Source: an optimization exercise on an open RTL-to-GDS flow (aim: small area, a short achievable clock period and few clock cycles). Production flows keep margins and buffers that such runs may drop.
Power and IR drop assume default switching activity.

== job 101 ==
==> flow/design.v <==
`timescale 1ns / 1ps
module full_reciprocal(
input logic clk,
input logic rst,  
input logic start,
output logic ready,
input logic [15:0] input0,
output logic [23:0] output0  
);
localparam int FL = 16;           
localparam int XW = FL - 1;       
localparam int KMAX = 1 << (20 - FL);
logic          busy;   
logic          first;  
logic [15:0]   x;      
logic [XW:0]   p;      
logic [19:0]   q;      
logic [19:0]   res;    
assign output0 = {4'b0, res};
logic fast;
assign fast = |x[15:FL-1];
logic [KMAX+1:8] t;    
always_comb begin
	for (int k = 8; k <= KMAX; k++) t[k] = ({4'b0, x} <= 20'(524288 / k));
	t[KMAX+1] = 1'b0;
end
logic [19:0] fq;
always_comb begin
	fq = '0;
	for (int k = 8; k <= KMAX; k++)
		if (t[k] & ~t[k+1]) fq = fq | 20'(k);
end
logic [XW-1:0] xs;     
logic [XW-1:0] msk;    
logic [XW-1:0] msb;    
assign xs = x[XW-1:0];
always_comb begin
	msk[XW-1] = xs[XW-1];
	for (int i = XW-2; i >= 0; i--) msk[i] = msk[i+1] | xs[i];
	msb = xs & ~(msk >> 1);
end
logic [XW-1:0] r1;
assign r1 = (-xs) & msk;
logic [XW+1:0] diff;
logic          qb;
logic [XW-1:0] r;
assign diff = {1'b0, p} - {2'b0, xs};
assign qb   = ~diff[XW+1];
assign r    = qb ? diff[XW-1:0] : p[XW-1:0];
logic        pow2;
logic [19:0] xrev;
always_ff @(posedge clk) pow2 <= (xs & (xs - 1'b1)) == '0;
always_comb begin
	xrev = '0;
	for (int i = 0; i < XW; i++) xrev[19-i] = xs[i];
end
logic fdone, sdone;
assign fdone = first & fast;
assign sdone = busy & ~first & q[19];
always_ff @(posedge clk) begin
	if (!busy)
		x <= input0;
	if (first) begin
		p <= {r1, 1'b0};
		q <= {{(18-XW){1'b0}}, msb, 2'b01};
	end else begin
		p <= {r, 1'b0};
		q <= {q[18:0], qb};
	end
	if (!rst) begin
		if (sdone)
			res <= pow2 ? xrev : {q[18:0], qb};
		else if (fdone)
			res <= fq;
	end
	if (rst) begin
		busy  <= 1'b0;
		first <= 1'b0;
		ready <= 1'b0;
	end else begin
		busy  <= busy ? ~(fdone | sdone) : start;
		first <= ~busy & start;
		ready <= fdone | sdone;
	end
end
endmodule
Settings: LEC_CHECK=0, CAP_MARGIN=20, CORE_MARGIN=2, CORE_UTILIZATION=40, SLEW_MARGIN=20; clock period 8.0 ns.
standard.sh (not shown) runs the stock make flow with config.mk's settings and CLKGATE_MAP_FILE= SYNTH_SCRIPT=/design/flow/synth_recipe.tcl, a recipe that flattens the netlist after the stock synthesis.
==> flow/flow/run.sh <==
#!/bin/bash
set -euo pipefail
MARGIN=$(cat flow/margin.txt)
bash standard.sh SETUP_SLACK_MARGIN=$MARGIN finish > standard_flow.log 2>&1
==> flow/flow/margin.txt <==
5.4
Job 101 completed end to end with timing, DRC and antenna clean.
Setup changes, job 101 to job 102
- CTS_CLUSTER_DIAMETER now 300, previously not set
- CTS_CLUSTER_SIZE now 100, previously not set
==> flow/flow/margin.txt <==
5.5
Going from job 101 to job 102, cell area increased 0.46%, final critical-path required period lost 0.11 ns, internal portion of total power rose 2.4%, final-stage net count rose by 6.
Looking at average wire per standard cell, job 102 sits 0.45 µm above job 101.
Reported for job 102 and job 101, maximum number of pins on one net before global-route repair turned out identical to the last digit.
Input changes introduced in job 103 (baseline for comparison: job 102):
- removing CTS_CLUSTER_DIAMETER (formerly 300)
- removing CTS_CLUSTER_SIZE (formerly 100)
- setting ABC_AREA to 1 for the first time
[summary]
- Source of the critical timing path = rst: job 103; source of the critical timing path = res[6]: job 102
- Looking at floorplan die area, job 103 sits 960 µm² higher than job 102 does.
- Layout buffering overhead excluding clock cells: job 103 vs job 102 down 0.81 points
- Relative to job 102, mapped cell area increased by 370 µm² in job 103.
- Job 102 reports its commonest non-fill, non-tap cell in the layout as sky130_fd_sc_hd__nor2_1 while job 103 reports sky130_fd_sc_hd__nand2_1.
Inputs modified between job 103 and job 104:
- putting SETUP_SLACK_MARGIN at 5 where nothing was set
- clearing ABC_AREA, which used to be 1
==> flow/run.sh (new file) <==
#!/bin/bash
# synth_recipe.tcl (not shown) runs the flow's synth.tcl, then flattens the netlist and writes it again
# the make line also repeats each setting of config.mk as NAME=value (left out here)
make -C /OpenROAD-flow-scripts/flow DESIGN_CONFIG=/design/flow/config.mk WORK_HOME=/design/flow/orfs CLKGATE_MAP_FILE= SYNTH_SCRIPT=/design/flow/synth_recipe.tcl finish
removed: flow/flow/run.sh
removed: flow/flow/margin.txt
removed: flow/standard.sh
## What came out
For the final cell count, job 104 came in 269 lower than job 103 did. Delta (job 104 minus job 103): final worst-path cycle share rose by 4.7 points; fmax fell by 13%. Job 103 ended up with simple AND/OR/NAND/NOR gates as its dominant combinational cell family by area after synthesis; job 104 ended up with compound AO/OA/AOI/OAI gates.
Input changes introduced in job 105 (baseline for comparison: job 104):
- removing SETUP_SLACK_MARGIN (formerly 5)
- setting CTS_BUF_LIST to sky130_fd_sc_hd__clkbuf_8 for the first time
==> flow/flow/run.sh (new file) <==
#!/bin/bash
set -euo pipefail
MARGIN=$(cat flow/margin.txt)
bash standard.sh SETUP_SLACK_MARGIN=$MARGIN finish > standard_flow.log 2>&1
==> flow/flow/margin.txt (new file) <==
5.5
==> flow/standard.sh (new file) <==
#!/bin/bash
# synth_recipe.tcl (not shown) runs the flow's synth.tcl, then flattens the netlist and writes it again
# the make line also repeats each setting of config.mk as NAME=value (left out here)
make -C /OpenROAD-flow-scripts/flow DESIGN_CONFIG=/design/flow/config.mk WORK_HOME=/design/flow/orfs CLKGATE_MAP_FILE= SYNTH_SCRIPT=/design/flow/synth_recipe.tcl "${@:-finish}"
removed: flow/run.sh
### Flow results
Relative to job 104, area taken by multi-input logic gates has gone up in job 105. Job 105 against job 104: register-to-register slack increased 0.43 ns, global routing usage on met3 decreased 0.93 points, maximum frequency increased 14%, sequential share of layout area essentially unchanged. For worst hold slack across all endpoints, job 105 and job 104 come out practically identical. Taking job 104 as the reference point, the clock share of power of job 105 falls by 5.5 points. Measured against each other, job 104 and job 105 differ in largest incremental delay on the critical path, the lower figure coming from job 105. Job 104 → job 105: minimum setup slack in the final design has increased; power now smaller.
No functional check of the RTL was part of any run of this note.

==> port drivers added, routing unchanged <==
The flow's constraints put no driver on any port. The routed layouts listed below were extracted and timed again, unchanged, in two steps. Step 1: set_driving_cell puts a clkbuf_16 on clk and a buf_2 on each other input, an assumption about the parent block. Step 2 also shifts input and output timing later by t, the mid clock arrival at the registers, as if the neighbouring blocks saw the same clock. Three values: ideal ports, drivers, drivers and shift; two values: the first two.
| run | t (ns) | slack for setup (ns) | worst setup path after step 2 | slew at the worst register clock pin (ns) |
|---|---|---|---|---|
| job 101 | 0.376 | 5.428 / 5.387 / 5.124 | input to register | 0.07 / 0.07 |
| job 102 | 0.376 | 5.542 / 5.501 / 5.547 | input to register | 0.07 / 0.07 |
| job 103 | 0.371 | 5.533 / 5.496 / 5.175 | input to register | 0.06 / 0.06 |
| job 104 | 0.376 | 5.153 / 5.153 / 5.010 | input to register | 0.07 / 0.07 |
| job 105 | 0.392 | 5.510 / 5.473 / 5.163 | input to register | 0.10 / 0.10 |
After both steps every run listed still meets setup and hold. The setup slack of job 103, which loses most, moves by -0.037 ns with the drivers and by -0.358 ns with both steps.
